Context: an optimization exercise on an open-source flow, tuned for small area. The choices shown serve that exercise and are no tape-out recipe.
Only simulation tests tie the RTL to the original design; equivalence was not proved.
No activity file was given, so power comes from the tool's default toggle rates.

[design/flow/flow/run.sh]
#!/bin/bash
# Standard ORFS layout with two changes:
#  - synthesis maps the logic with an area-oriented ABC script (flow/abc_speed.script);
#    everything else in ORFS's scripts is used unchanged (copied to ./orfs_scripts);
#  - the port buffers are the smallest buffer cell;
#  - the pins of each bit of a routed signal are placed side by side (flow/pin_groups.txt).
set -eo pipefail
here=$(pwd)
rm -rf "$here/orfs_scripts"
cp -r "$FLOW_HOME/scripts" "$here/orfs_scripts"
cp "$here/flow/abc_speed.script" "$here/orfs_scripts/abc_speed.script"
export BUFFER_PORTS_ARGS="-buffer_cell sky130_fd_sc_hd__buf_1"
export PLACE_PINS_ARGS="$(cat "$here/flow/pin_groups.txt")"
bash standard.sh SCRIPTS_DIR="$here/orfs_scripts" synth > synth.log 2>&1
bash standard.sh > standard.log 2>&1
[design/flow/flow/abc_speed.script]
strash
dch
amap
[design/flow/flow/pin_groups.txt]
-group_pins {M00_RDATA[0] S00_RDATA[0] S01_RDATA[0] S02_RDATA[0] S03_RDATA[0] S04_RDATA[0] S05_RDATA[0]} -group_pins {M00_RDATA[1] S00_RDATA[1] S01_RDATA[1] S02_RDATA[1] S03_RDATA[1] S04_RDATA[1] S05_RDATA[1]} -group_pins {M00_RDATA[2] S00_RDATA[2] S01_RDATA[2] S02_RDATA[2] S03_RDATA[2] S04_RDATA[2] S05_RDATA[2]} -group_pins {M00_RDATA[3] S00_RDATA[3] S01_RDATA[3] S02_RDATA[3] S03_RDATA[3] S04_RDATA[3] S05_RDATA[3]} -group_pins {M00_RDATA[4] S00_RDATA[4] S01_RDATA[4] S02_RDATA[4] S03_RDATA[4] S04_RDATA[4] S05_RDATA[4]} -group_pins {M00_RDATA[5] S00_RDATA[5] S01_RDATA[5] S02_RDATA[5] S03_RDATA[5] S04_RDATA[5] S05_RDATA[5]} -group_pins {M00_RDATA[6] S00_RDATA[6] S01_RDATA[6] S02_RDATA[6] S03_RDATA[6] S04_RDATA[6] S05_RDATA[6]} -group_pins {M00_RDATA[7] S00_RDATA[7] S01_RDATA[7] S02_RDATA[7] S03_RDATA[7] S04_RDATA[7] S05_RDATA[7]} -group_pins {M00_RDATA[8] S00_RDATA[8] S01_RDATA[8] S02_RDATA[8] S03_RDATA[8] S04_RDATA[8] S05_RDATA[8]} -group_pins {M00_RDATA[9] S00_RDATA[9] S01_RDATA[9] S02_RDATA[9] S03_RDATA[9] S04_RDATA[9] S05_RDATA[9]} -group_pins {M00_RDATA[10] S00_RDATA[10] S01_RDATA[10] S02_RDATA[10] S03_RDATA[10] S04_RDATA[10] S05_RDATA[10]} -group_pins {M00_RDATA[11] S00_RDATA[11] S01_RDATA[11] S02_RDATA[11] S03_RDATA[11] S04_RDATA[11] S05_RDATA[11]} -group_pins {M00_RDATA[12] S00_RDATA[12] S01_RDATA[12] S02_RDATA[12] S03_RDATA[12] S04_RDATA[12] S05_RDATA[12]} -group_pins {M00_RDATA[13] S00_RDATA[13] S01_RDATA[13] S02_RDATA[13] S03_RDATA[13] S04_RDATA[13] S05_RDATA[13]} -group_pins {M00_RDATA[14] S00_RDATA[14] S01_RDATA[14] S02_RDATA[14] S03_RDATA[14] S04_RDATA[14] S05_RDATA[14]} -group_pins {M00_RDATA[15] S00_RDATA[15] S01_RDATA[15] S02_RDATA[15] S03_RDATA[15] S04_RDATA[15] S05_RDATA[15]} -group_pins {M00_RDATA[16] S00_RDATA[16] S01_RDATA[16] S02_RDATA[16] S03_RDATA[16] S04_RDATA[16] S05_RDATA[16]} -group_pins {M00_RDATA[17] S00_RDATA[17] S01_RDATA[17] S02_RDATA[17] S03_RDATA[17] S04_RDATA[17] S05_RDATA[17]} -group_pins {M00_RDATA[18] S00_RDATA[18] S01_RDATA[18] S02_RDATA[18] S03_RDATA[18] S04_RDATA[18] S05_RDATA[18]} -group_pins {M00_RDATA[19] S00_RDATA[19] S01_RDATA[19] S02_RDATA[19] S03_RDATA[19] S04_RDATA[19] S05_RDATA[19]} -group_pins {M00_RDATA[20] S00_RDATA[20] S01_RDATA[20] S02_RDATA[20] S03_RDATA[20] S04_RDATA[20] S05_RDATA[20]} -group_pins {M00_RDATA[21] S00_RDATA[21] S01_RDATA[21] S02_RDATA[21] S03_RDATA[21] S04_RDATA[21] S05_RDATA[21]} -group_pins {M00_RDATA[22] S00_RDATA[22] S01_RDATA[22] S02_RDATA[22] S03_RDATA[22] S04_RDATA[22] S05_RDATA[22]} -group_pins {M00_RDATA[23] S00_RDATA[23] S01_RDATA[23] S02_RDATA[23] S03_RDATA[23] S04_RDATA[23] S05_RDATA[23]} -group_pins {M00_RDATA[24] S00_RDATA[24] S01_RDATA[24] S02_RDATA[24] S03_RDATA[24] S04_RDATA[24] S05_RDATA[24]} -group_pins {M00_RDATA[25] S00_RDATA[25] S01_RDATA[25] S02_RDATA[25] S03_RDATA[25] S04_RDATA[25] S05_RDATA[25]} -group_pins {M00_RDATA[26] S00_RDATA[26] S01_RDATA[26] S02_RDATA[26] S03_RDATA[26] S04_RDATA[26] S05_RDATA[26]} -group_pins {M00_RDATA[27] S00_RDATA[27] S01_RDATA[27] S02_RDATA[27] S03_RDATA[27] S04_RDATA[27] S05_RDATA[27]} -group_pins {M00_RDATA[28] S00_RDATA[28] S01_RDATA[28] S02_RDATA[28] S03_RDATA[28] S04_RDATA[28] S05_RDATA[28]} -group_pins {M00_RDATA[29] S00_RDATA[29] S01_RDATA[29] S02_RDATA[29] S03_RDATA[29] S04_RDATA[29] S05_RDATA[29]} -group_pins {M00_RDATA[30] S00_RDATA[30] S01_RDATA[30] S02_RDATA[30] S03_RDATA[30] S04_RDATA[30] S05_RDATA[30]} -group_pins {M00_RDATA[31] S00_RDATA[31] S01_RDATA[31] S02_RDATA[31] S03_RDATA[31] S04_RDATA[31] S05_RDATA[31]} -group_pins {M00_RRESP[0] S00_RRESP[0] S01_RRESP[0] S02_RRESP[0] S03_RRESP[0] S04_RRESP[0] S05_RRESP[0]} -group_pins {M00_RRESP[1] S00_RRESP[1] S01_RRESP[1] S02_RRESP[1] S03_RRESP[1] S04_RRESP[1] S05_RRESP[1]} -group_pins {M00_BRESP[0] S00_BRESP[0] S01_BRESP[0] S02_BRESP[0] S03_BRESP[0] S04_BRESP[0] S05_BRESP[0]} -group_pins {M00_BRESP[1] S00_BRESP[1] S01_BRESP[1] S02_BRESP[1] S03_BRESP[1] S04_BRESP[1] S05_BRESP[1]} -group_pins {M00_AWADDR[0] S00_AWADDR[0] S01_AWADDR[0] S02_AWADDR[0] S03_AWADDR[0] S04_AWADDR[0] S05_AWADDR[0]} -group_pins {M00_AWADDR[1] S00_AWADDR[1] S01_AWADDR[1] S02_AWADDR[1] S03_AWADDR[1] S04_AWADDR[1] S05_AWADDR[1]} -group_pins {M00_AWADDR[2] S00_AWADDR[2] S01_AWADDR[2] S02_AWADDR[2] S03_AWADDR[2] S04_AWADDR[2] S05_AWADDR[2]} -group_pins {M00_AWADDR[3] S00_AWADDR[3] S01_AWADDR[3] S02_AWADDR[3] S03_AWADDR[3] S04_AWADDR[3] S05_AWADDR[3]} -group_pins {M00_AWADDR[4] S00_AWADDR[4] S01_AWADDR[4] S02_AWADDR[4] S03_AWADDR[4] S04_AWADDR[4] S05_AWADDR[4]} -group_pins {M00_AWADDR[5] S00_AWADDR[5] S01_AWADDR[5] S02_AWADDR[5] S03_AWADDR[5] S04_AWADDR[5] S05_AWADDR[5]} -group_pins {M00_AWADDR[6] S00_AWADDR[6] S01_AWADDR[6] S02_AWADDR[6] S03_AWADDR[6] S04_AWADDR[6] S05_AWADDR[6]} -group_pins {M00_AWADDR[7] S00_AWADDR[7] S01_AWADDR[7] S02_AWADDR[7] S03_AWADDR[7] S04_AWADDR[7] S05_AWADDR[7]} -group_pins {M00_AWADDR[8] S00_AWADDR[8] S01_AWADDR[8] S02_AWADDR[8] S03_AWADDR[8] S04_AWADDR[8] S05_AWADDR[8]} -group_pins {M00_AWADDR[9] S00_AWADDR[9] S01_AWADDR[9] S02_AWADDR[9] S03_AWADDR[9] S04_AWADDR[9] S05_AWADDR[9]} -group_pins {M00_AWADDR[10] S00_AWADDR[10] S01_AWADDR[10] S02_AWADDR[10] S03_AWADDR[10] S04_AWADDR[10] S05_AWADDR[10]} -group_pins {M00_AWADDR[11] S00_AWADDR[11] S01_AWADDR[11] S02_AWADDR[11] S03_AWADDR[11] S04_AWADDR[11] S05_AWADDR[11]} -group_pins {M00_AWADDR[12] S00_AWADDR[12] S01_AWADDR[12] S02_AWADDR[12] S03_AWADDR[12] S04_AWADDR[12] S05_AWADDR[12]} -group_pins {M00_AWADDR[13] S00_AWADDR[13] S01_AWADDR[13] S02_AWADDR[13] S03_AWADDR[13] S04_AWADDR[13] S05_AWADDR[13]} -group_pins {M00_AWADDR[14] S00_AWADDR[14] S01_AWADDR[14] S02_AWADDR[14] S03_AWADDR[14] S04_AWADDR[14] S05_AWADDR[14]} -group_pins {M00_AWADDR[15] S00_AWADDR[15] S01_AWADDR[15] S02_AWADDR[15] S03_AWADDR[15] S04_AWADDR[15] S05_AWADDR[15]} -group_pins {M00_AWADDR[16] S00_AWADDR[16] S01_AWADDR[16] S02_AWADDR[16] S03_AWADDR[16] S04_AWADDR[16] S05_AWADDR[16]} -group_pins {M00_AWADDR[17] S00_AWADDR[17] S01_AWADDR[17] S02_AWADDR[17] S03_AWADDR[17] S04_AWADDR[17] S05_AWADDR[17]} -group_pins {M00_AWADDR[18] S00_AWADDR[18] S01_AWADDR[18] S02_AWADDR[18] S03_AWADDR[18] S04_AWADDR[18] S05_AWADDR[18]} -group_pins {M00_AWADDR[19] S00_AWADDR[19] S01_AWADDR[19] S02_AWADDR[19] S03_AWADDR[19] S04_AWADDR[19] S05_AWADDR[19]} -group_pins {M00_AWADDR[20] S00_AWADDR[20] S01_AWADDR[20] S02_AWADDR[20] S03_AWADDR[20] S04_AWADDR[20] S05_AWADDR[20]} -group_pins {M00_AWADDR[21] S00_AWADDR[21] S01_AWADDR[21] S02_AWADDR[21] S03_AWADDR[21] S04_AWADDR[21] S05_AWADDR[21]} -group_pins {M00_AWADDR[22] S00_AWADDR[22] S01_AWADDR[22] S02_AWADDR[22] S03_AWADDR[22] S04_AWADDR[22] S05_AWADDR[22]} -group_pins {M00_AWADDR[23] S00_AWADDR[23] S01_AWADDR[23] S02_AWADDR[23] S03_AWADDR[23] S04_AWADDR[23] S05_AWADDR[23]} -group_pins {M00_AWADDR[24] S00_AWADDR[24] S01_AWADDR[24] S02_AWADDR[24] S03_AWADDR[24] S04_AWADDR[24] S05_AWADDR[24]} -group_pins {M00_AWADDR[25] S00_AWADDR[25] S01_AWADDR[25] S02_AWADDR[25] S03_AWADDR[25] S04_AWADDR[25] S05_AWADDR[25]} -group_pins {M00_AWADDR[26] S00_AWADDR[26] S01_AWADDR[26] S02_AWADDR[26] S03_AWADDR[26] S04_AWADDR[26] S05_AWADDR[26]} -group_pins {M00_AWADDR[27] S00_AWADDR[27] S01_AWADDR[27] S02_AWADDR[27] S03_AWADDR[27] S04_AWADDR[27] S05_AWADDR[27]} -group_pins {M00_AWADDR[28] S00_AWADDR[28] S01_AWADDR[28] S02_AWADDR[28] S03_AWADDR[28] S04_AWADDR[28] S05_AWADDR[28]} -group_pins {M00_AWADDR[29] S00_AWADDR[29] S01_AWADDR[29] S02_AWADDR[29] S03_AWADDR[29] S04_AWADDR[29] S05_AWADDR[29]} -group_pins {M00_AWADDR[30] S00_AWADDR[30] S01_AWADDR[30] S02_AWADDR[30] S03_AWADDR[30] S04_AWADDR[30] S05_AWADDR[30]} -group_pins {M00_AWADDR[31] S00_AWADDR[31] S01_AWADDR[31] S02_AWADDR[31] S03_AWADDR[31] S04_AWADDR[31] S05_AWADDR[31]} -group_pins {M00_ARADDR[0] S00_ARADDR[0] S01_ARADDR[0] S02_ARADDR[0] S03_ARADDR[0] S04_ARADDR[0] S05_ARADDR[0]} -group_pins {M00_ARADDR[1] S00_ARADDR[1] S01_ARADDR[1] S02_ARADDR[1] S03_ARADDR[1] S04_ARADDR[1] S05_ARADDR[1]} -group_pins {M00_ARADDR[2] S00_ARADDR[2] S01_ARADDR[2] S02_ARADDR[2] S03_ARADDR[2] S04_ARADDR[2] S05_ARADDR[2]} -group_pins {M00_ARADDR[3] S00_ARADDR[3] S01_ARADDR[3] S02_ARADDR[3] S03_ARADDR[3] S04_ARADDR[3] S05_ARADDR[3]} -group_pins {M00_ARADDR[4] S00_ARADDR[4] S01_ARADDR[4] S02_ARADDR[4] S03_ARADDR[4] S04_ARADDR[4] S05_ARADDR[4]} -group_pins {M00_ARADDR[5] S00_ARADDR[5] S01_ARADDR[5] S02_ARADDR[5] S03_ARADDR[5] S04_ARADDR[5] S05_ARADDR[5]} -group_pins {M00_ARADDR[6] S00_ARADDR[6] S01_ARADDR[6] S02_ARADDR[6] S03_ARADDR[6] S04_ARADDR[6] S05_ARADDR[6]} -group_pins {M00_ARADDR[7] S00_ARADDR[7] S01_ARADDR[7] S02_ARADDR[7] S03_ARADDR[7] S04_ARADDR[7] S05_ARADDR[7]} -group_pins {M00_ARADDR[8] S00_ARADDR[8] S01_ARADDR[8] S02_ARADDR[8] S03_ARADDR[8] S04_ARADDR[8] S05_ARADDR[8]} -group_pins {M00_ARADDR[9] S00_ARADDR[9] S01_ARADDR[9] S02_ARADDR[9] S03_ARADDR[9] S04_ARADDR[9] S05_ARADDR[9]} -group_pins {M00_ARADDR[10] S00_ARADDR[10] S01_ARADDR[10] S02_ARADDR[10] S03_ARADDR[10] S04_ARADDR[10] S05_ARADDR[10]} -group_pins {M00_ARADDR[11] S00_ARADDR[11] S01_ARADDR[11] S02_ARADDR[11] S03_ARADDR[11] S04_ARADDR[11] S05_ARADDR[11]} -group_pins {M00_ARADDR[12] S00_ARADDR[12] S01_ARADDR[12] S02_ARADDR[12] S03_ARADDR[12] S04_ARADDR[12] S05_ARADDR[12]} -group_pins {M00_ARADDR[13] S00_ARADDR[13] S01_ARADDR[13] S02_ARADDR[13] S03_ARADDR[13] S04_ARADDR[13] S05_ARADDR[13]} -group_pins {M00_ARADDR[14] S00_ARADDR[14] S01_ARADDR[14] S02_ARADDR[14] S03_ARADDR[14] S04_ARADDR[14] S05_ARADDR[14]} -group_pins {M00_ARADDR[15] S00_ARADDR[15] S01_ARADDR[15] S02_ARADDR[15] S03_ARADDR[15] S04_ARADDR[15] S05_ARADDR[15]} -group_pins {M00_ARADDR[16] S00_ARADDR[16] S01_ARADDR[16] S02_ARADDR[16] S03_ARADDR[16] S04_ARADDR[16] S05_ARADDR[16]} -group_pins {M00_ARADDR[17] S00_ARADDR[17] S01_ARADDR[17] S02_ARADDR[17] S03_ARADDR[17] S04_ARADDR[17] S05_ARADDR[17]} -group_pins {M00_ARADDR[18] S00_ARADDR[18] S01_ARADDR[18] S02_ARADDR[18] S03_ARADDR[18] S04_ARADDR[18] S05_ARADDR[18]} -group_pins {M00_ARADDR[19] S00_ARADDR[19] S01_ARADDR[19] S02_ARADDR[19] S03_ARADDR[19] S04_ARADDR[19] S05_ARADDR[19]} -group_pins {M00_ARADDR[20] S00_ARADDR[20] S01_ARADDR[20] S02_ARADDR[20] S03_ARADDR[20] S04_ARADDR[20] S05_ARADDR[20]} -group_pins {M00_ARADDR[21] S00_ARADDR[21] S01_ARADDR[21] S02_ARADDR[21] S03_ARADDR[21] S04_ARADDR[21] S05_ARADDR[21]} -group_pins {M00_ARADDR[22] S00_ARADDR[22] S01_ARADDR[22] S02_ARADDR[22] S03_ARADDR[22] S04_ARADDR[22] S05_ARADDR[22]} -group_pins {M00_ARADDR[23] S00_ARADDR[23] S01_ARADDR[23] S02_ARADDR[23] S03_ARADDR[23] S04_ARADDR[23] S05_ARADDR[23]} -group_pins {M00_ARADDR[24] S00_ARADDR[24] S01_ARADDR[24] S02_ARADDR[24] S03_ARADDR[24] S04_ARADDR[24] S05_ARADDR[24]} -group_pins {M00_ARADDR[25] S00_ARADDR[25] S01_ARADDR[25] S02_ARADDR[25] S03_ARADDR[25] S04_ARADDR[25] S05_ARADDR[25]} -group_pins {M00_ARADDR[26] S00_ARADDR[26] S01_ARADDR[26] S02_ARADDR[26] S03_ARADDR[26] S04_ARADDR[26] S05_ARADDR[26]} -group_pins {M00_ARADDR[27] S00_ARADDR[27] S01_ARADDR[27] S02_ARADDR[27] S03_ARADDR[27] S04_ARADDR[27] S05_ARADDR[27]} -group_pins {M00_ARADDR[28] S00_ARADDR[28] S01_ARADDR[28] S02_ARADDR[28] S03_ARADDR[28] S04_ARADDR[28] S05_ARADDR[28]} -group_pins {M00_ARADDR[29] S00_ARADDR[29] S01_ARADDR[29] S02_ARADDR[29] S03_ARADDR[29] S04_ARADDR[29] S05_ARADDR[29]} -group_pins {M00_ARADDR[30] S00_ARADDR[30] S01_ARADDR[30] S02_ARADDR[30] S03_ARADDR[30] S04_ARADDR[30] S05_ARADDR[30]} -group_pins {M00_ARADDR[31] S00_ARADDR[31] S01_ARADDR[31] S02_ARADDR[31] S03_ARADDR[31] S04_ARADDR[31] S05_ARADDR[31]} -group_pins {M00_WDATA[0] S00_WDATA[0] S01_WDATA[0] S02_WDATA[0] S03_WDATA[0] S04_WDATA[0] S05_WDATA[0]} -group_pins {M00_WDATA[1] S00_WDATA[1] S01_WDATA[1] S02_WDATA[1] S03_WDATA[1] S04_WDATA[1] S05_WDATA[1]} -group_pins {M00_WDATA[2] S00_WDATA[2] S01_WDATA[2] S02_WDATA[2] S03_WDATA[2] S04_WDATA[2] S05_WDATA[2]} -group_pins {M00_WDATA[3] S00_WDATA[3] S01_WDATA[3] S02_WDATA[3] S03_WDATA[3] S04_WDATA[3] S05_WDATA[3]} -group_pins {M00_WDATA[4] S00_WDATA[4] S01_WDATA[4] S02_WDATA[4] S03_WDATA[4] S04_WDATA[4] S05_WDATA[4]} -group_pins {M00_WDATA[5] S00_WDATA[5] S01_WDATA[5] S02_WDATA[5] S03_WDATA[5] S04_WDATA[5] S05_WDATA[5]} -group_pins {M00_WDATA[6] S00_WDATA[6] S01_WDATA[6] S02_WDATA[6] S03_WDATA[6] S04_WDATA[6] S05_WDATA[6]} -group_pins {M00_WDATA[7] S00_WDATA[7] S01_WDATA[7] S02_WDATA[7] S03_WDATA[7] S04_WDATA[7] S05_WDATA[7]} -group_pins {M00_WDATA[8] S00_WDATA[8] S01_WDATA[8] S02_WDATA[8] S03_WDATA[8] S04_WDATA[8] S05_WDATA[8]} -group_pins {M00_WDATA[9] S00_WDATA[9] S01_WDATA[9] S02_WDATA[9] S03_WDATA[9] S04_WDATA[9] S05_WDATA[9]} -group_pins {M00_WDATA[10] S00_WDATA[10] S01_WDATA[10] S02_WDATA[10] S03_WDATA[10] S04_WDATA[10] S05_WDATA[10]} -group_pins {M00_WDATA[11] S00_WDATA[11] S01_WDATA[11] S02_WDATA[11] S03_WDATA[11] S04_WDATA[11] S05_WDATA[11]} -group_pins {M00_WDATA[12] S00_WDATA[12] S01_WDATA[12] S02_WDATA[12] S03_WDATA[12] S04_WDATA[12] S05_WDATA[12]} -group_pins {M00_WDATA[13] S00_WDATA[13] S01_WDATA[13] S02_WDATA[13] S03_WDATA[13] S04_WDATA[13] S05_WDATA[13]} -group_pins {M00_WDATA[14] S00_WDATA[14] S01_WDATA[14] S02_WDATA[14] S03_WDATA[14] S04_WDATA[14] S05_WDATA[14]} -group_pins {M00_WDATA[15] S00_WDATA[15] S01_WDATA[15] S02_WDATA[15] S03_WDATA[15] S04_WDATA[15] S05_WDATA[15]} -group_pins {M00_WDATA[16] S00_WDATA[16] S01_WDATA[16] S02_WDATA[16] S03_WDATA[16] S04_WDATA[16] S05_WDATA[16]} -group_pins {M00_WDATA[17] S00_WDATA[17] S01_WDATA[17] S02_WDATA[17] S03_WDATA[17] S04_WDATA[17] S05_WDATA[17]} -group_pins {M00_WDATA[18] S00_WDATA[18] S01_WDATA[18] S02_WDATA[18] S03_WDATA[18] S04_WDATA[18] S05_WDATA[18]} -group_pins {M00_WDATA[19] S00_WDATA[19] S01_WDATA[19] S02_WDATA[19] S03_WDATA[19] S04_WDATA[19] S05_WDATA[19]} -group_pins {M00_WDATA[20] S00_WDATA[20] S01_WDATA[20] S02_WDATA[20] S03_WDATA[20] S04_WDATA[20] S05_WDATA[20]} -group_pins {M00_WDATA[21] S00_WDATA[21] S01_WDATA[21] S02_WDATA[21] S03_WDATA[21] S04_WDATA[21] S05_WDATA[21]} -group_pins {M00_WDATA[22] S00_WDATA[22] S01_WDATA[22] S02_WDATA[22] S03_WDATA[22] S04_WDATA[22] S05_WDATA[22]} -group_pins {M00_WDATA[23] S00_WDATA[23] S01_WDATA[23] S02_WDATA[23] S03_WDATA[23] S04_WDATA[23] S05_WDATA[23]} -group_pins {M00_WDATA[24] S00_WDATA[24] S01_WDATA[24] S02_WDATA[24] S03_WDATA[24] S04_WDATA[24] S05_WDATA[24]} -group_pins {M00_WDATA[25] S00_WDATA[25] S01_WDATA[25] S02_WDATA[25] S03_WDATA[25] S04_WDATA[25] S05_WDATA[25]} -group_pins {M00_WDATA[26] S00_WDATA[26] S01_WDATA[26] S02_WDATA[26] S03_WDATA[26] S04_WDATA[26] S05_WDATA[26]} -group_pins {M00_WDATA[27] S00_WDATA[27] S01_WDATA[27] S02_WDATA[27] S03_WDATA[27] S04_WDATA[27] S05_WDATA[27]} -group_pins {M00_WDATA[28] S00_WDATA[28] S01_WDATA[28] S02_WDATA[28] S03_WDATA[28] S04_WDATA[28] S05_WDATA[28]} -group_pins {M00_WDATA[29] S00_WDATA[29] S01_WDATA[29] S02_WDATA[29] S03_WDATA[29] S04_WDATA[29] S05_WDATA[29]} -group_pins {M00_WDATA[30] S00_WDATA[30] S01_WDATA[30] S02_WDATA[30] S03_WDATA[30] S04_WDATA[30] S05_WDATA[30]} -group_pins {M00_WDATA[31] S00_WDATA[31] S01_WDATA[31] S02_WDATA[31] S03_WDATA[31] S04_WDATA[31] S05_WDATA[31]} -group_pins {M00_WSTRB[0] S00_WSTRB[0] S01_WSTRB[0] S02_WSTRB[0] S03_WSTRB[0] S04_WSTRB[0] S05_WSTRB[0]} -group_pins {M00_WSTRB[1] S00_WSTRB[1] S01_WSTRB[1] S02_WSTRB[1] S03_WSTRB[1] S04_WSTRB[1] S05_WSTRB[1]} -group_pins {M00_WSTRB[2] S00_WSTRB[2] S01_WSTRB[2] S02_WSTRB[2] S03_WSTRB[2] S04_WSTRB[2] S05_WSTRB[2]} -group_pins {M00_WSTRB[3] S00_WSTRB[3] S01_WSTRB[3] S02_WSTRB[3] S03_WSTRB[3] S04_WSTRB[3] S05_WSTRB[3]} -group_pins {M00_AWPROT[0] S00_AWPROT[0] S01_AWPROT[0] S02_AWPROT[0] S03_AWPROT[0] S04_AWPROT[0] S05_AWPROT[0]} -group_pins {M00_AWPROT[1] S00_AWPROT[1] S01_AWPROT[1] S02_AWPROT[1] S03_AWPROT[1] S04_AWPROT[1] S05_AWPROT[1]} -group_pins {M00_AWPROT[2] S00_AWPROT[2] S01_AWPROT[2] S02_AWPROT[2] S03_AWPROT[2] S04_AWPROT[2] S05_AWPROT[2]} -group_pins {M00_ARPROT[0] S00_ARPROT[0] S01_ARPROT[0] S02_ARPROT[0] S03_ARPROT[0] S04_ARPROT[0] S05_ARPROT[0]} -group_pins {M00_ARPROT[1] S00_ARPROT[1] S01_ARPROT[1] S02_ARPROT[1] S03_ARPROT[1] S04_ARPROT[1] S05_ARPROT[1]} -group_pins {M00_ARPROT[2] S00_ARPROT[2] S01_ARPROT[2] S02_ARPROT[2] S03_ARPROT[2] S04_ARPROT[2] S05_ARPROT[2]} -group_pins {M00_AWVALID[0] S00_AWVALID[0] S01_AWVALID[0] S02_AWVALID[0] S03_AWVALID[0] S04_AWVALID[0] S05_AWVALID[0]} -group_pins {M00_AWREADY[0] S00_AWREADY[0] S01_AWREADY[0] S02_AWREADY[0] S03_AWREADY[0] S04_AWREADY[0] S05_AWREADY[0]} -group_pins {M00_WVALID[0] S00_WVALID[0] S01_WVALID[0] S02_WVALID[0] S03_WVALID[0] S04_WVALID[0] S05_WVALID[0]} -group_pins {M00_WREADY[0] S00_WREADY[0] S01_WREADY[0] S02_WREADY[0] S03_WREADY[0] S04_WREADY[0] S05_WREADY[0]} -group_pins {M00_BVALID[0] S00_BVALID[0] S01_BVALID[0] S02_BVALID[0] S03_BVALID[0] S04_BVALID[0] S05_BVALID[0]} -group_pins {M00_BREADY[0] S00_BREADY[0] S01_BREADY[0] S02_BREADY[0] S03_BREADY[0] S04_BREADY[0] S05_BREADY[0]} -group_pins {M00_ARVALID[0] S00_ARVALID[0] S01_ARVALID[0] S02_ARVALID[0] S03_ARVALID[0] S04_ARVALID[0] S05_ARVALID[0]} -group_pins {M00_ARREADY[0] S00_ARREADY[0] S01_ARREADY[0] S02_ARREADY[0] S03_ARREADY[0] S04_ARREADY[0] S05_ARREADY[0]} -group_pins {M00_RVALID[0] S00_RVALID[0] S01_RVALID[0] S02_RVALID[0] S03_RVALID[0] S04_RVALID[0] S05_RVALID[0]} -group_pins {M00_RREADY[0] S00_RREADY[0] S01_RREADY[0] S02_RREADY[0] S03_RREADY[0] S04_RREADY[0] S05_RREADY[0]}
[design/flow/standard.sh]
#!/bin/bash
# synth_recipe.tcl (not shown) runs the flow's synth.tcl, then flattens the netlist and writes it again
# the make line also repeats each setting of config.mk as NAME=value (left out here)
make -C /OpenROAD-flow-scripts/flow DESIGN_CONFIG=/design/flow/config.mk WORK_HOME=/design/flow/orfs CLKGATE_MAP_FILE= SYNTH_SCRIPT=/design/flow/synth_recipe.tcl "${@:-finish}"
[design/flow/config.mk]
export PLATFORM = sky130hd
export DESIGN_NAME = AXI_connect
export DESIGN_NICKNAME = AXI_connect
export VERILOG_FILES = /design/flow/design.v
export SDC_FILE = /design/flow/constraint.sdc
export NUM_CORES = 4
export LEC_CHECK = 0
export CAP_MARGIN = 20
export CORE_AREA = 5 5 365 365
export CTS_BUF_LIST = sky130_fd_sc_hd__clkbuf_1 sky130_fd_sc_hd__clkbuf_2 sky130_fd_sc_hd__clkbuf_4
export DIE_AREA = 0 0 370 370
export PLACE_DENSITY = 0.4
export SLEW_MARGIN = 20
[design/flow/constraint.sdc]
create_clock -name core_clock -period 6.0 [get_ports {clk}]
set_input_delay 1.2000 -clock core_clock [delete_from_list [all_inputs] [get_ports {clk}]]
set_output_delay 1.2000 -clock core_clock [all_outputs]
set_load 0.01 [all_outputs]
[design/flow/design.v]
module addr_decode(
    input  [31:0] addr,
    output [5:0]  sel,
    output        err
    );
    wire z_a  = ~(addr[28] | addr[27] | addr[26] | addr[25]);
    wire z_b  = ~(addr[24] | addr[23] | addr[22] | addr[21]);
    wire base = z_a & z_b & ~addr[31] & addr[30];                  
    wire g40  = base & ~addr[29] & ~addr[19] & ~addr[18];
    wire hi401 = g40 & addr[20];                                   
    wire z_c  = ~(addr[20] | addr[19] | addr[18] | addr[17]);
    wire z_d  = ~(addr[16] | addr[15] | addr[14] | addr[13]);
    assign sel[0] = hi401 & ~addr[17] & ~addr[16];                 
    assign sel[1] = hi401 & ~addr[17] &  addr[16];                 
    assign sel[2] = hi401 &  addr[17] & ~addr[16];                 
    assign sel[3] = base & addr[29] & z_c & z_d;                   
    assign sel[4] = hi401 &  addr[17] &  addr[16];                 
    assign sel[5] = g40 & ~addr[20];                               
    assign err = ~(hi401 | sel[3] | sel[5]);
endmodule
module resp_mux #(parameter W = 1) (
    input  [5:0]   v,
    input  [W-1:0] d0, d1, d2, d3, d4, d5,
    input          err,
    output [W-1:0] y
    );
    wire [W-1:0] lo_n = ~(({W{v[0]}} & d0) | ({W{v[1]}} & d1) | ({W{v[2]}} & d2));
    wire [W-1:0] hi_n = ~(({W{v[3]}} & d3) | ({W{v[4]}} & d4) | ({W{v[5]}} & d5));
    assign y = ~(lo_n & hi_n & {W{~err}});
endmodule
`timescale 1ns / 100ps
module AXI_connect
    #( parameter
                ADDR = 32,
                VALID = 1,
                PROT = 3,
                DATA = 32,
                STRB = 4,
                READY = 1,
                RESP = 2
    )
    ( clk, rst,
    M00_AWADDR, M00_ARADDR, M00_AWVALID, M00_WVALID, M00_ARVALID, M00_AWPROT, M00_ARPROT, M00_WDATA, M00_WSTRB, M00_BREADY, M00_RREADY,
    S00_BVALID, S00_RVALID, S00_RDATA, S00_AWREADY, S00_WREADY, S00_ARREADY, S00_BRESP, S00_RRESP,
    S01_BVALID, S01_RVALID, S01_RDATA, S01_AWREADY, S01_WREADY, S01_ARREADY, S01_BRESP, S01_RRESP,
    S02_BVALID, S02_RVALID, S02_RDATA, S02_AWREADY, S02_WREADY, S02_ARREADY, S02_BRESP, S02_RRESP,
    S03_BVALID, S03_RVALID, S03_RDATA, S03_AWREADY, S03_WREADY, S03_ARREADY, S03_BRESP, S03_RRESP,
    S04_BVALID, S04_RVALID, S04_RDATA, S04_AWREADY, S04_WREADY, S04_ARREADY, S04_BRESP, S04_RRESP,
    S05_BVALID, S05_RVALID, S05_RDATA, S05_AWREADY, S05_WREADY, S05_ARREADY, S05_BRESP, S05_RRESP,
    S00_AWADDR, S00_ARADDR, S00_AWVALID, S00_WVALID, S00_ARVALID, S00_AWPROT, S00_ARPROT, S00_WDATA, S00_WSTRB, S00_BREADY, S00_RREADY,
    S01_AWADDR, S01_ARADDR, S01_AWVALID, S01_WVALID, S01_ARVALID, S01_AWPROT, S01_ARPROT, S01_WDATA, S01_WSTRB, S01_BREADY, S01_RREADY,
    S02_AWADDR, S02_ARADDR, S02_AWVALID, S02_WVALID, S02_ARVALID, S02_AWPROT, S02_ARPROT, S02_WDATA, S02_WSTRB, S02_BREADY, S02_RREADY,
    S03_AWADDR, S03_ARADDR, S03_AWVALID, S03_WVALID, S03_ARVALID, S03_AWPROT, S03_ARPROT, S03_WDATA, S03_WSTRB, S03_BREADY, S03_RREADY,
    S04_AWADDR, S04_ARADDR, S04_AWVALID, S04_WVALID, S04_ARVALID, S04_AWPROT, S04_ARPROT, S04_WDATA, S04_WSTRB, S04_BREADY, S04_RREADY,
    S05_AWADDR, S05_ARADDR, S05_AWVALID, S05_WVALID, S05_ARVALID, S05_AWPROT, S05_ARPROT, S05_WDATA, S05_WSTRB, S05_BREADY, S05_RREADY,
    M00_BVALID, M00_RVALID, M00_RDATA, M00_AWREADY, M00_WREADY, M00_ARREADY, M00_BRESP, M00_RRESP
    );
    input clk, rst;
    input [ADDR - 1: 0]   M00_AWADDR,                                  M00_ARADDR;
    input [VALID - 1: 0]  M00_AWVALID, M00_WVALID,                  M00_ARVALID;
    input [PROT - 1: 0]   M00_AWPROT,                                  M00_ARPROT;
    input [DATA - 1: 0]                   M00_WDATA;
    input [STRB - 1: 0]                   M00_WSTRB;
    input [READY - 1: 0]                                  M00_BREADY,                  M00_RREADY;
    input [VALID - 1: 0]                                  S00_BVALID,                  S00_RVALID;
    input [DATA - 1: 0]                                                                   S00_RDATA;
    input [READY - 1: 0]  S00_AWREADY, S00_WREADY,                  S00_ARREADY;
    input [RESP - 1: 0]                                   S00_BRESP,                   S00_RRESP;
    input [VALID - 1: 0]                               S01_BVALID,                  S01_RVALID;
    input [DATA - 1: 0]                                                                   S01_RDATA;
    input [READY - 1: 0]  S01_AWREADY, S01_WREADY,                  S01_ARREADY;
    input [RESP - 1: 0]                                   S01_BRESP,                   S01_RRESP;
    input [VALID - 1: 0]                                  S02_BVALID,                  S02_RVALID;
    input [DATA - 1: 0]                                                                   S02_RDATA;
    input [READY - 1: 0]  S02_AWREADY, S02_WREADY,                  S02_ARREADY;
    input [RESP - 1: 0]                                   S02_BRESP,                   S02_RRESP;
    input [VALID - 1: 0]                                  S03_BVALID,                  S03_RVALID;
    input [DATA - 1: 0]                                                                   S03_RDATA;
    input [READY - 1: 0]  S03_AWREADY, S03_WREADY,                  S03_ARREADY;
    input [RESP - 1: 0]                                   S03_BRESP,                   S03_RRESP;
    input [VALID - 1: 0]                                  S04_BVALID,                  S04_RVALID;
    input [DATA - 1: 0]                                                                   S04_RDATA;
    input [READY - 1: 0]  S04_AWREADY, S04_WREADY,                  S04_ARREADY;
    input [RESP - 1: 0]                                   S04_BRESP,                   S04_RRESP;
    input [VALID - 1: 0]                                  S05_BVALID,                  S05_RVALID;
    input [DATA - 1: 0]                                                                   S05_RDATA;
    input [READY - 1: 0]  S05_AWREADY, S05_WREADY,                  S05_ARREADY;
    input [RESP - 1: 0]                                   S05_BRESP,                   S05_RRESP;
    output [ADDR - 1: 0]   S00_AWADDR,                                 S00_ARADDR;
    output [VALID - 1: 0]  S00_AWVALID, S00_WVALID,                 S00_ARVALID;
    output [PROT - 1: 0]   S00_AWPROT,                                 S00_ARPROT;
    output [DATA - 1: 0]                   S00_WDATA;
    output [STRB - 1: 0]                   S00_WSTRB;
    output [READY - 1: 0]                                  S00_BREADY,   S00_RREADY;
    output [ADDR - 1: 0]   S01_AWADDR,                                 S01_ARADDR;
    output [VALID - 1: 0]  S01_AWVALID, S01_WVALID,                 S01_ARVALID;
    output [PROT - 1: 0]   S01_AWPROT,                                 S01_ARPROT;
    output [DATA - 1: 0]                   S01_WDATA;
    output [STRB - 1: 0]                   S01_WSTRB;
    output [READY - 1: 0]                                  S01_BREADY,                 S01_RREADY;
    output [ADDR - 1: 0]   S02_AWADDR,                                 S02_ARADDR;
    output [VALID - 1: 0]  S02_AWVALID, S02_WVALID,                 S02_ARVALID;
    output [PROT - 1: 0]   S02_AWPROT,                                 S02_ARPROT;
    output [DATA - 1: 0]                   S02_WDATA;
    output [STRB - 1: 0]                   S02_WSTRB;
    output [READY - 1: 0]                                  S02_BREADY,                 S02_RREADY;
    output [ADDR - 1: 0]   S03_AWADDR,                                 S03_ARADDR;
    output [VALID - 1: 0]  S03_AWVALID, S03_WVALID,                 S03_ARVALID;
    output [PROT - 1: 0]   S03_AWPROT,                                 S03_ARPROT;
    output [DATA - 1: 0]                   S03_WDATA;
    output [STRB - 1: 0]                   S03_WSTRB;
    output [READY - 1: 0]                                  S03_BREADY,                 S03_RREADY;
    output [ADDR - 1: 0]   S04_AWADDR,                                 S04_ARADDR;
    output [VALID - 1: 0]  S04_AWVALID, S04_WVALID,                 S04_ARVALID;
    output [PROT - 1: 0]   S04_AWPROT,                                 S04_ARPROT;
    output [DATA - 1: 0]                   S04_WDATA;
    output [STRB - 1: 0]                   S04_WSTRB;
    output [READY - 1: 0]                                  S04_BREADY,                 S04_RREADY;
    output [ADDR - 1: 0]   S05_AWADDR,                                 S05_ARADDR;
    output [VALID - 1: 0]  S05_AWVALID, S05_WVALID,                 S05_ARVALID;
    output [PROT - 1: 0]   S05_AWPROT,                                 S05_ARPROT;
    output [DATA - 1: 0]                   S05_WDATA;
    output [STRB - 1: 0]                   S05_WSTRB;
    output [READY - 1: 0]                                  S05_BREADY,                 S05_RREADY;
    output [VALID - 1: 0]                                  M00_BVALID,                  M00_RVALID;
    output [DATA - 1: 0]                                                                   M00_RDATA;
    output [READY - 1: 0]  M00_AWREADY, M00_WREADY,                  M00_ARREADY;
    output [RESP - 1: 0]                                   M00_BRESP,                   M00_RRESP;
    wire [5:0] w_dec, r_dec;
    wire       w_dec_err, r_dec_err;
    addr_decode w_decode(.addr(M00_AWADDR), .sel(w_dec), .err(w_dec_err));
    addr_decode r_decode(.addr(M00_ARADDR), .sel(r_dec), .err(r_dec_err));
    reg        w_blk;
    reg  [5:0] w_held;
    reg        w_err_q;
    wire [5:0] w_sel = M00_AWVALID ? (w_dec & {6{~w_blk}}) : w_held;
    wire       w_err = M00_AWVALID ? (w_dec_err & ~w_blk) : w_err_q;
    wire [5:0] s_awready = {S05_AWREADY, S04_AWREADY, S03_AWREADY, S02_AWREADY, S01_AWREADY, S00_AWREADY};
    wire [5:0] s_wready  = {S05_WREADY,  S04_WREADY,  S03_WREADY,  S02_WREADY,  S01_WREADY,  S00_WREADY};
    wire [5:0] s_bvalid  = {S05_BVALID,  S04_BVALID,  S03_BVALID,  S02_BVALID,  S01_BVALID,  S00_BVALID};
    assign M00_AWREADY = w_err | (|(w_sel & s_awready));
    assign M00_WREADY  = w_err | (|(w_sel & s_wready));
    assign M00_BVALID  = w_err | (|s_bvalid);
    resp_mux #(.W(2)) b_resp_mux(
        .v({S05_BVALID, S04_BVALID, S03_BVALID, S02_BVALID, S01_BVALID, S00_BVALID}),
        .d0(S00_BRESP), .d1(S01_BRESP), .d2(S02_BRESP), .d3(S03_BRESP), .d4(S04_BRESP), .d5(S05_BRESP),
        .err(w_err), .y(M00_BRESP));
    always @(posedge clk) begin
        w_blk   <= ~rst | (M00_BVALID & M00_BREADY);
        w_held  <= w_sel;
        w_err_q <= w_err & ~M00_BREADY & rst;
    end
    wire [5:0] s_awvalid = {6{M00_AWVALID}} & w_sel;
    wire [5:0] s_wvalid  = {6{M00_WVALID}} & w_sel;
    assign {S05_AWVALID, S04_AWVALID, S03_AWVALID, S02_AWVALID, S01_AWVALID, S00_AWVALID} = s_awvalid;
    assign {S05_WVALID,  S04_WVALID,  S03_WVALID,  S02_WVALID,  S01_WVALID,  S00_WVALID}  = s_wvalid;
    reg        r_blk;
    reg        r_err_q;
    wire [5:0] r_sel = r_dec & {6{M00_ARVALID & ~r_blk}};
    wire       r_err = M00_ARVALID ? (r_dec_err & ~r_blk) : r_err_q;
    wire [5:0] s_arready = {S05_ARREADY, S04_ARREADY, S03_ARREADY, S02_ARREADY, S01_ARREADY, S00_ARREADY};
    wire [5:0] s_rvalid  = {S05_RVALID,  S04_RVALID,  S03_RVALID,  S02_RVALID,  S01_RVALID,  S00_RVALID};
    assign M00_ARREADY = r_err | (|(r_sel & s_arready));
    assign M00_RVALID  = r_err | (|s_rvalid);
    resp_mux #(.W(34)) r_resp_mux(
        .v({S05_RVALID, S04_RVALID, S03_RVALID, S02_RVALID, S01_RVALID, S00_RVALID}),
        .d0({S00_RRESP, S00_RDATA}), .d1({S01_RRESP, S01_RDATA}), .d2({S02_RRESP, S02_RDATA}),
        .d3({S03_RRESP, S03_RDATA}), .d4({S04_RRESP, S04_RDATA}), .d5({S05_RRESP, S05_RDATA}),
        .err(r_err), .y({M00_RRESP, M00_RDATA}));
    always @(posedge clk) begin
        r_blk   <= ~rst | (M00_RVALID & M00_RREADY);
        r_err_q <= r_err & ~M00_RREADY & rst;
    end
    assign {S05_ARVALID, S04_ARVALID, S03_ARVALID, S02_ARVALID, S01_ARVALID, S00_ARVALID} = r_sel;
    assign S00_AWADDR = M00_AWADDR; assign S01_AWADDR = M00_AWADDR; assign S02_AWADDR = M00_AWADDR;
    assign S03_AWADDR = M00_AWADDR; assign S04_AWADDR = M00_AWADDR; assign S05_AWADDR = M00_AWADDR;
    assign S00_AWPROT = M00_AWPROT; assign S01_AWPROT = M00_AWPROT; assign S02_AWPROT = M00_AWPROT;
    assign S03_AWPROT = M00_AWPROT; assign S04_AWPROT = M00_AWPROT; assign S05_AWPROT = M00_AWPROT;
    assign S00_WDATA = M00_WDATA; assign S01_WDATA = M00_WDATA; assign S02_WDATA = M00_WDATA;
    assign S03_WDATA = M00_WDATA; assign S04_WDATA = M00_WDATA; assign S05_WDATA = M00_WDATA;
    assign S00_WSTRB = M00_WSTRB; assign S01_WSTRB = M00_WSTRB; assign S02_WSTRB = M00_WSTRB;
    assign S03_WSTRB = M00_WSTRB; assign S04_WSTRB = M00_WSTRB; assign S05_WSTRB = M00_WSTRB;
    assign S00_ARADDR = M00_ARADDR; assign S01_ARADDR = M00_ARADDR; assign S02_ARADDR = M00_ARADDR;
    assign S03_ARADDR = M00_ARADDR; assign S04_ARADDR = M00_ARADDR; assign S05_ARADDR = M00_ARADDR;
    assign S00_ARPROT = M00_ARPROT; assign S01_ARPROT = M00_ARPROT; assign S02_ARPROT = M00_ARPROT;
    assign S03_ARPROT = M00_ARPROT; assign S04_ARPROT = M00_ARPROT; assign S05_ARPROT = M00_ARPROT;
    assign S00_BREADY = M00_BREADY; assign S01_BREADY = M00_BREADY; assign S02_BREADY = M00_BREADY;
    assign S03_BREADY = M00_BREADY; assign S04_BREADY = M00_BREADY; assign S05_BREADY = M00_BREADY;
    assign S00_RREADY = M00_RREADY; assign S01_RREADY = M00_RREADY; assign S02_RREADY = M00_RREADY;
    assign S03_RREADY = M00_RREADY; assign S04_RREADY = M00_RREADY; assign S05_RREADY = M00_RREADY;
endmodule
==> key figures, run 1 <==
Clock network
  • Num Clock Sinks: 10
  • Hold-fix buffers, CTS: 0
  • Root Buffer: clkbuf_4
  • Maximum clock path buffer count: 2
  • Clock Latency Late Sink: 0.26 ns
  • Post-cts sizing count: 0
  • Clk slew on worst S/H paths: 0.07 ns
  • Htree depth: 1
  • Post-CTS Setup Bufs: 0
  • CTS tree: built
  • Total CTS buffers: 3

Critical path
  • Worst-path maximum fanout: 7
  • Reg2reg setup slack: 4.18 ns
  • Worst setup path endpoint: M00_AWREADY[0]
  • Largest stage delay, worst path: 0.55 ns
  • Worst-path cell chain: buf_1 -> or4_1 -> nor3_1 -> nand4b_1 -> nor4_1 -> clkinv_1 -> or3_1 -> nor2_1 -> a21oi_1 -> clkinv_1 -> a22o_1 -> a221oi_1 -> nand3_1 -> buf_1
  • Type of origin of the critical path: input pin
  • R2R depth: 7
  • Crit path kind: in -> out
  • Critical Path Start: M00_AWADDR[23]
  • FF-to-FF End: r_blk
  • Req. time, crit path: 4.80 ns
  • Crit-path slowest cell: or4_1
  • Worst r2r src: r_blk
  • CP arrival: 4.22 ns
  • Critical path capture point type: output port

Route
  • Via-per-instance ratio: 1.862
  • Pre-antenna DRT Iters: 6
  • Vias: 4794
  • Starting DRC count in detailed routing: 292
  • Mean routed wirelength per cell: 10.26 um
  • Final wirelength: 26400 um
  • Post-route DRC: 0
  • Routed Antenna Nets: 0

Power and ir drop
  • Pwr/cell area: 74.58 mW/mm^2
  • Seq pwr share: 14.6%
  • Sw Share: 53.33%
  • Worst vdd ir: 0.02674 mV
  • Clk network pwr share: 10.3%
  • Net Switching: 247.8 uW
  • Internal power: 216.9 uW
  • Leak pwr: 1.291 nW
  • Combinational power share: 75.1%

Place
  • DP Area: 0.006200 sq mm
  • Final HPWL DP: 24160 um
  • IO buf count: 589
  • GP Congestion: 0.6404

Run
  • Max-Cap Viols: 0

Cells and area
  • Layout area overhead: -3.507%
  • Most frequent cells in the layout: buf_1 (581), a222oi_1 (74), nand3_1 (42), buf_4 (24), nor2_1 (23)
  • Most common cell after layout, fill and taps aside: buf_1
  • Final Net Count: 1190
  • Share of cells above drive strength 1: 4.337%
  • Final Util: 4.824%
  • Final instance area: 0.006231 sq mm

GRT
  • Global-route wire length before repair: 31240 um
  • Global-route usage over all layers: 3.372%
  • Antenna violations before repair: 10
  • Grt total ovfl: 0
  • Vias in the first global route: 4124
  • Pin count of the biggest net entering global routing: 29

STA
  • Rel. slew slack: 40.98%
  • Fin crit share: 90.35%
  • Hold Fails Final Rpt: 0
  • Max-slew violations: 0
  • Setup Skew: 0.0003202 ns
  • F_max: 0.1845 GHz
  • Min Tclk post-route: 5.421 ns
  • Endpoints failing setup: 0
  • RSZ-0062 raised after global routing: no
  • Worst slew pin tran: 0.8853 ns

Yosys
  • Flops & latches, synth: 10
  • Synthesized area: 0.006457 sq mm
  • Mean post-synth cell area: 7.491 sq um
  • Cell variety after synth: 20
  • Post-Syn Instances: 862
  • Synth Warn #: 1
  • Sequential-to-total area share from yosys stat: 3.100%
  • Syn_nets: 1221

Status
  • Outcome: complete, no violations

Die
  • Die area: 0.1369 sq mm
  • Core ar.: 0.1292 sq mm
  • Die Y: 370 um
  • Row cnt: 132
  • Chip width: 370 um
  • Starting Density: 5.000%
  • Ports: 1066

Min path
  • Class of the worst hold path: reg -> reg
power groups by stage:
stage,registers (mW),logic (mW),clock network [mW]
final,0.0678,0.349,0.0478
after detailed placement,0.0694,0.363,0
after global routing,0.0678,0.387,0.0537
after floorplan,0.0691,0.510,0
after CTS,0.0678,0.364,0.0509
after global placement,0.0694,0.361,0
metal layers:
| metal | global-route usage (%) | wire length [um] | up-vias |
|---|---|---|---|
| met1 | 3.902 | 9848 | 2047 |
| met2 | 6.067 | 13170 | 460 |
| li1 | - | - | 2268 |
| met4 | 1.087 | 518 | 2 |
| met5 | 0 | 14 | - |
| met3 | 0.8379 | 2851 | 17 |
worst min path at each step:
stage | endpoint | cells after the start | start | slack, ns
floorplan | w_held[4] | 2 | w_held[4] | 0.45
global placement | w_held[0] | 2 | w_held[0] | 0.49
detailed placement | w_held[5] | 2 | w_held[5] | 0.48
CTS | w_held[5] | 2 | w_held[5] | 0.50
global route | w_held[5] | 2 | w_held[5] | 0.52
finish | w_held[5] | 2 | w_held[5] | 0.50
layout make-up:
type,instances,area (sq um)
antenna,2,5.005
clock buffer,3,22.52
clock inverter,1,3.754
fill,15420,122900
inverter,13,48.80
multi-input combinational,191,1360
sequential,10,200.2
tap,1742,2180
timing repair buffer,612,2411
Yosys cell counts:
master / number / share of area [%]
a21oi_1: 8 / 0.62
a221oi_1: 2 / 0.27
a222oi_1: 74 / 11
a22o_1: 1 / 0.14
a22oi_1: 2 / 0.23
buf_4: 648 / 75
clkinv_1: 13 / 0.76
dfxtp_1: 10 / 3.1
nand2_1: 8 / 0.47
nand2b_1: 3 / 0.29
nand3_1: 42 / 3.3
nand4_1: 2 / 0.19
nand4b_1: 3 / 0.41
nor2_1: 23 / 1.3
nor3_1: 10 / 0.78
nor3b_1: 1 / 0.12
nor4_1: 3 / 0.29
or2_0: 3 / 0.29
or3_1: 2 / 0.19
or4_1: 4 / 0.47
flip-flops by register name, indices dropped and copies added (netlist names):
signal / flops
r_err_q: 1
w_held: 6
w_blk: 1
r_blk: 1
w_err_q: 1
logic make-up (layout without fill, tap and decap cells):
logic type | count (synthesis) | in the layout | synth area share [%]
AO/OA/AOI/OAI | 87 | 87 | 12.73
buffers and inverters | 661 | 629 | 76.09
flip-flops | 10 | 10 | 3.100
other | 0 | 2 | 0
AND/OR/NAND/NOR | 104 | 104 | 8.080
stage by stage:
stage               setup TNS, ns  instances  setup slack, ns  hold WS (ns)  power [mW]
CTS                             0       2572           0.3523        0.4977      0.4822
global route                    0       2573           0.1453        0.5217      0.5086
floorplan                       0        862           0.7466        0.4475      0.5789
global placement           -1.262       2568         -0.05097        0.4889      0.4306
detailed placement              0       2568           0.3629        0.4812      0.4320
finish                          0       2574           0.5792        0.4986      0.4647
critical path, delay by kind of cell:
kind / cells / cell delay [ns]
buffers and inverters: 4 / 0.59
and+or+nand+nor: 7 / 2.14
AOI/OAI and AO/OA: 3 / 0.28
==> run 2: changes to the inputs <==
==> design/flow/config.mk (replaced) <==
export PLATFORM = sky130hd
export DESIGN_NAME = AXI_connect
export DESIGN_NICKNAME = AXI_connect
export VERILOG_FILES = /design/flow/design.v
export SDC_FILE = /design/flow/constraint.sdc
export NUM_CORES = 4
export LEC_CHECK = 0
export CAP_MARGIN = 10
export CORE_AREA = 5 5 395 395
export CTS_BUF_LIST = sky130_fd_sc_hd__clkbuf_1 sky130_fd_sc_hd__clkbuf_2 sky130_fd_sc_hd__clkbuf_4
export DIE_AREA = 0 0 400 400
export PLACE_DENSITY = 0.7
export SLEW_MARGIN = 10
==> run 2 against run 1 <==
Total power fell by 3.4%. Cell area rose by 4.0%. Sequential cell count did not move. First-iteration DRC count rose by 46%. Global-route usage fell by 1.0 points. Still clean on timing, DRC and antenna. Largest power group unchanged. Critical endpoint unchanged. Highest routed layer unchanged.
==> key figures, run 2 <==
GRT
  • Vias in the first global route: 3772
  • Grt total ovfl: 0
  • Global-route wire length before repair: 26310 um
  • Pin count of the biggest net entering global routing: 36
  • Global-route usage over all layers: 2.365%
  • Antenna violations before repair: 9

Critical path
  • Req. time, crit path: 4.80 ns
  • Type of origin of the critical path: input pin
  • Critical path capture point type: output port
  • Worst-path maximum fanout: 7
  • Crit path kind: in -> out
  • CP arrival: 4.49 ns

Route
  • Mean routed wirelength per cell: 7.839 um
  • Routed Antenna Nets: 0
  • Post-route DRC: 0
  • Vias: 4698
  • Pre-antenna DRT Iters: 8
  • Via-per-instance ratio: 1.648
  • Final wirelength: 22350 um
  • Starting DRC count in detailed routing: 427

Place
  • DP Area: 0.006445 sq mm
  • GP Congestion: 0.7666
  • Pre-CTS setup slack: 0.3983 ns
  • Final HPWL DP: 19960 um
  • IO buf count: 589

Yosys
  • Synth area leaders: buf_4 (75%), a222oi_1 (11%), nand3_1 (3.3%), dfxtp_1 (3.1%), nor2_1 (1.3%)
  • Synth Warn #: 1
  • Share of the synthesized area in the top cell type: 75.33%
  • Syn_nets: 1221
  • Sequential-to-total area share from yosys stat: 3.100%
  • Most frequent cell after synthesis: buf_4
  • Mean post-synth cell area: 7.491 sq um
  • Cell variety after synth: 20
  • Area leader, netlist: buf_4
  • Post-Syn Instances: 862
  • EDFF count, synth: 0
  • Post-synth top cells: buf_4 (648), a222oi_1 (74), nand3_1 (42)
  • Synthesized area: 0.006457 sq mm
  • Async set or reset register ratio after synthesis: 0%
  • Ys flop type: dfxtp_1
  • Flops & latches, synth: 10

Cells and area
  • Share of cells above drive strength 1: 2.567%
  • Max reg flops: 6
  • Layout area overhead: 0.3293%
  • Final instance area: 0.006479 sq mm
  • Final Net Count: 1178
  • Most frequent cells in the layout: buf_1 (583), a222oi_1 (74), nand3_1 (42), nor2_1 (23), clkinv_1 (14)
  • Most common cell after layout, fill and taps aside: buf_1
  • Largest Register: w_held

STA
  • Setup Skew: 0.009212 ns
  • Rel. slew slack: 53.48%
  • Endpoints failing setup: 0
  • RSZ-0062 raised after global routing: no
  • Worst slew pin tran: 0.6978 ns
  • Max-slew violations: 0
  • F_max: 0.1757 GHz
  • Post-route worst setup slack: 0.3092 ns
  • Hold Fails Final Rpt: 0
  • Min Tclk post-route: 5.691 ns
  • Setup TNS: 0 ns
  • Fin crit share: 94.85%

Clock network
  • Clk slew on worst S/H paths: 0.07 ns
  • Hold-fix buffers, CTS: 0
  • Post-cts sizing count: 0
  • Root Buffer: clkbuf_4
  • CTS tree: built
  • Clock Latency Late Sink: 0.27 ns
  • Num Clock Sinks: 10
  • Htree depth: 1
  • Post-CTS Setup Bufs: 0
  • Total CTS buffers: 3
  • Maximum clock path buffer count: 2

Die
  • Die Y: 400 um
  • Die area: 0.1600 sq mm
  • Row cnt: 143
  • Starting Density: 4.261%
  • Ports: 1066
  • Chip width: 400 um
  • Core ar.: 0.1515 sq mm

Power and ir drop
  • Pwr/cell area: 69.31 mW/mm^2
  • Worst vdd ir: 0.04523 mV
  • Leak pwr: 1.216 nW

Min path
  • Class of the worst hold path: reg -> reg

Run
  • Max-Cap Viols: 0

Status
  • Outcome: complete, no violations
-- run 2: cell counts after synthesis --
No cell type changed its count.
-- run 2: path summary, 6_finish.rpt --
path / startpoint / to / slack (ns) / depth (start not counted)
setup / recovery: M00_AWADDR[24] / M00_AWREADY[0] / 0.31 / 14
hold / removal: w_held[1] / w_held[1] / 0.51 / 2
setup reg to reg: r_blk / r_blk / 4.35 / 7
hold reg to reg: w_held[1] / w_held[1] / 0.51 / 2
-- run 2: critical path, stage by stage --
cell	delay, ns
buf_1	0.18
or4_1	0.59
nor3_1	0.34
nand4b_1	0.23
nor4_1	0.51
clkinv_1	0.17
or3_1	0.40
nor2_1	0.15
a21oi_1	0.08
clkinv_1	0.10
a22o_1	0.14
a221oi_1	0.04
nand3_1	0.11
buf_1	0.24
-- run 2: area by class of cell --
cell class / instances / area, sq um
fill: 18020 / 145100
tap: 2030 / 2540
timing repair buffer: 600 / 2301
multi-input combinational: 191 / 1355
sequential: 10 / 200.2
inverter: 13 / 48.80
clock buffer: 3 / 22.52
antenna: 3 / 7.507
clock inverter: 1 / 3.754
-- run 2: stage by stage --
stage | util (%) | power (mW) | hold slack [ns] | instances
finish | 4.275 | 0.4491 | 0.5092 | 2851
global route | 4.272 | 0.4920 | 0.5220 | 2849
CTS | 4.270 | 0.4548 | 0.4947 | 2848
detailed placement | 4.253 | 0.4077 | 0.4762 | 2844
global placement | 4.253 | 0.4044 | 0.4815 | 2844
floorplan | - | 0.5789 | 0.4475 | 862
-- run 2: metal layers --
metal	vias to the layer above	track usage, %	wire length (um)
li1	2244	-	-
met1	2003	2.910	8644
met2	437	3.904	10110
met3	10	0.7675	3309
met4	4	0.7543	257
met5	-	0	28
-- run 2: cell families (layout without fill, tap and decap cells) --
family          count (synthesis)  in the layout  synth area share [%]
other cells                     0              3                     0
buf+inv                       661            617                 76.09
simple gates                  104            104                 8.080
flops                          10             10                 3.100
compound gates                 87             87                 12.73
-- run 2: where the power goes --
group          leakage [nW]  switching (mW)  internal (mW)
registers            0.0812        0.000488         0.0674
logic                  1.12           0.213          0.121
clock network        0.0154          0.0236         0.0240
total                  1.22           0.237          0.212
==> run 3: changes to the inputs <==
--- a/design/flow/config.mk
+++ b/design/flow/config.mk
@@ -5,9 +5,9 @@
 export SDC_FILE = /design/flow/constraint.sdc
 export NUM_CORES = 4
 export LEC_CHECK = 0
-export CAP_MARGIN = 10
+export CAP_MARGIN = 0
 export CORE_AREA = 5 5 395 395
 export CTS_BUF_LIST = sky130_fd_sc_hd__clkbuf_1 sky130_fd_sc_hd__clkbuf_2 sky130_fd_sc_hd__clkbuf_4
 export DIE_AREA = 0 0 400 400
 export PLACE_DENSITY = 0.7
-export SLEW_MARGIN = 10
+export SLEW_MARGIN = 0
==> run 3 against run 2 <==
Worst setup slack unchanged. Largest cell class unchanged. Critical path type unchanged. Sequential share of layout area unchanged. Register-to-register slack about the same. Sequential cell count unchanged. Global-route usage unchanged. Core utilization unchanged. Via count unchanged. Largest power group unchanged. Wire length unchanged. Total power unchanged. Combinational power about the same. Synthesized cell count unchanged.
==> key figures, run 3 <==
Status
  • Outcome: complete, no violations

Clock network
  • Maximum clock path buffer count: 2
  • CTS tree: built
  • Clk slew on worst S/H paths: 0.07 ns
  • Root Buffer: clkbuf_4
  • Clock Latency Late Sink: 0.27 ns
  • Total CTS buffers: 3
  • Num Clock Sinks: 10
  • Post-CTS Setup Bufs: 0
  • Hold-fix buffers, CTS: 0
  • Htree depth: 1
  • Post-cts sizing count: 0

Power and ir drop
  • Leak pwr: 1.216 nW
  • Internal power: 212.1 uW
  • Seq pwr share: 15.1%
  • Sw Share: 52.77%
  • Pwr/cell area: 69.31 mW/mm^2
  • Clk network pwr share: 10.6%
  • Net Switching: 237.0 uW
  • Combinational power share: 74.3%
  • Worst vdd ir: 0.04523 mV

Yosys
  • Cell variety after synth: 20
  • Flops & latches, synth: 10
  • Most frequent cell after synthesis: buf_4
  • EDFF count, synth: 0
  • Multiplexer area fraction after synthesis: 0%
  • Syn_nets: 1221
  • Synth area leaders: buf_4 (75%), a222oi_1 (11%), nand3_1 (3.3%), dfxtp_1 (3.1%), nor2_1 (1.3%)
  • Synthesized area: 0.006457 sq mm
  • Post-synthesis xor/xnor area fraction: 0%
  • Share of the synthesized area in the top cell type: 75.33%
  • Mean post-synth cell area: 7.491 sq um
  • Ys flop type: dfxtp_1
  • Post-synth top cells: buf_4 (648), a222oi_1 (74), nand3_1 (42)
  • Sequential-to-total area share from yosys stat: 3.100%
  • Synth Warn #: 1
  • Post-Syn Instances: 862
  • Async set or reset register ratio after synthesis: 0%
  • Post-Synth Adder-Cell Area: 0%
  • Area leader, netlist: buf_4
  • Synth Area in Compound Gates: 12.73%
  • Post-Synth Simple-Gate Area: 8.080%
  • Main combinational cell family by area after synthesis: buffers and inverters

STA
  • Min Tclk post-route: 5.691 ns
  • F_max: 0.1757 GHz
  • Endpoints failing setup: 0
  • Setup Skew: 0.009212 ns
  • Rel. slew slack: 53.48%
  • RSZ-0062 raised after global routing: no
  • Fin crit share: 94.85%
  • Setup TNS: 0 ns
  • Worst slew pin tran: 0.6978 ns
  • Max-slew violations: 0
  • Hold Fails Final Rpt: 0
  • Post-route worst setup slack: 0.3092 ns

Die
  • Core ar.: 0.1515 sq mm
  • Ports: 1066
  • Starting Density: 4.261%
  • Row cnt: 143
  • Chip width: 400 um
  • Die area: 0.1600 sq mm
  • Die Y: 400 um

Critical path
  • CP arrival: 4.49 ns
  • Worst-path maximum fanout: 7
  • Crit-path leading delay family: simple AND/OR/NAND/NOR gates
  • Crit path kind: in -> out
  • Type of origin of the critical path: input pin
  • Req. time, crit path: 4.80 ns
  • CP bufs+invs: 4
  • Largest stage delay, worst path: 0.59 ns
  • Worst-path cell chain: buf_1 -> or4_1 -> nor3_1 -> nand4b_1 -> nor4_1 -> clkinv_1 -> or3_1 -> nor2_1 -> a21oi_1 -> clkinv_1 -> a22o_1 -> a221oi_1 -> nand3_1 -> buf_1
  • Crit-path slowest cell: or4_1
  • Critical path capture point type: output port

Route
  • Via-per-instance ratio: 1.648
  • Vias: 4698
  • Mean routed wirelength per cell: 7.839 um
  • Routed Antenna Nets: 0
  • Post-route DRC: 0
  • Final wirelength: 22350 um
  • Starting DRC count in detailed routing: 427
  • Pre-antenna DRT Iters: 8

GRT
  • Vias in the first global route: 3772
  • Grt total ovfl: 0
  • Global-route usage over all layers: 2.365%
  • Antenna violations before repair: 9
  • Met1 GRT Util: 2.910%
  • Met2 Resource Use GR: 3.904%
  • Global-route wire length before repair: 26310 um
  • Met3 Use GR: 0.7675%
  • Pin count of the biggest net entering global routing: 36
  • Busiest layer in global routing: met2

Cells and area
  • Register Area: 200.2 sq um
  • Share of cells above drive strength 1: 2.567%
  • Final Net Count: 1178
  • Final Util: 4.275%
  • Largest Register: w_held
  • Max reg flops: 6
  • Most frequent cells in the layout: buf_1 (583), a222oi_1 (74), nand3_1 (42), nor2_1 (23), clkinv_1 (14)
  • Area of the multi-input gates: 0.001355 sq mm
  • Filler instances: 18020
  • Layout area overhead: 0.3293%
  • Most common cell after layout, fill and taps aside: buf_1

Place
  • IO buf count: 589
  • Final HPWL DP: 19960 um
  • GP Congestion: 0.7666
  • Pre-CTS setup slack: 0.3983 ns

Min path
  • Class of the worst hold path: reg -> reg

Run
  • Max-Cap Viols: 0
## run 3: cell counts after synthesis
No cell type changed its count.
## run 3: power groups by stage
stage	Clock [mW]	Sequential (mW)	Combinational (mW)
2_1_floorplan	0	0.0691	0.510
3_3_place_gp	0	0.0693	0.335
3_5_place_dp	0	0.0693	0.338
4_1_cts	0.0477	0.0678	0.339
5_1_grt	0.0535	0.0678	0.371
6_report	0.0476	0.0679	0.334
## run 3: cells by family after synthesis
group                  count (synthesis)
buffers and inverters                661
AND/OR/NAND/NOR                      104
AO/OA/AOI/OAI                         87
flip-flops                            10
## run 3: worst register-to-register path, cell delays in order (launching register included)
cell	delay [ns]
dfxtp_1	0.31
nand2b_1	0.19
nor3_1	0.13
a21oi_4	0.15
buf_4	0.36
nand3_1	0.20
nand2_1	0.13
nand2_1	0.06
## run 3: through the flow
stage | std cells | total power [mW] | hold WS [ns] | cell area [sq um]
6_report | 2851 | 0.4491 | 0.5092 | 6479
3_5_place_dp | 2844 | 0.4077 | 0.4762 | 6445
4_1_cts | 2848 | 0.4548 | 0.4947 | 6471
3_3_place_gp | 2844 | 0.4044 | 0.4815 | 6445
2_1_floorplan | 862 | 0.5789 | 0.4475 | 6457
5_1_grt | 2849 | 0.4920 | 0.5220 | 6474
## run 3: cell type report
| class | count | share of cell area (%) |
|---|---|---|
| Antenna cell | 3 | 0.1159 |
| Timing Repair Buffer | 600 | 35.52 |
| Multi-Input combinational cell | 191 | 20.92 |
| Inverter | 13 | 0.7532 |
| Clock buffer | 3 | 0.3476 |
| Tap cell | 2030 | 39.20 |
| Clock inverter | 1 | 0.05794 |
| Sequential cell | 10 | 3.090 |
## run 3: final timing paths
kind / cells after the start / endpoint / startpoint / slack [ns]
max reg2reg: 7 / r_blk / r_blk / 4.35
max: 14 / M00_AWREADY[0] / M00_AWADDR[24] / 0.31
min: 2 / w_held[1] / w_held[1] / 0.51
min reg2reg: 2 / w_held[1] / w_held[1] / 0.51
## run 3: routing by layer
layer	routed length [um]	share of wire, %	up-vias
li1	-	-	2244
met1	8644	39	2003
met2	10110	45	437
met3	3309	15	10
met4	257	1.1	4
met5	28	0.13	-

==> separate check: timing with driven ports <==
The flow's constraints put no driver on any port. The routed layouts listed below were extracted and timed again, unchanged, in two steps.
Step 1 (the two cells are an assumption about what drives the block):
set clk [get_ports {clk}]
set_driving_cell -lib_cell sky130_fd_sc_hd__clkbuf_16 $clk
set_driving_cell -lib_cell sky130_fd_sc_hd__buf_2 [delete_from_list [all_inputs] $clk]
Step 2 times the ports against the registers' clock, not the clock port: input delays grow and output delays shrink by t, the midpoint of the rising clock arrivals with the driver on.
Slacks: no drivers / after step 1 / after step 2; pairs: no drivers / after step 1.
run	t, ns	slack for setup (ns)	latest minus earliest clock arrival (ns)
run 1	0.324	0.579 / 0.558 / 0.558	0.001 / 0.001
run 2	0.326	0.309 / 0.284 / 0.284	0.009 / 0.010
run 3	0.326	0.309 / 0.284 / 0.284	0.009 / 0.010
After both steps setup and hold are still met in every run listed.
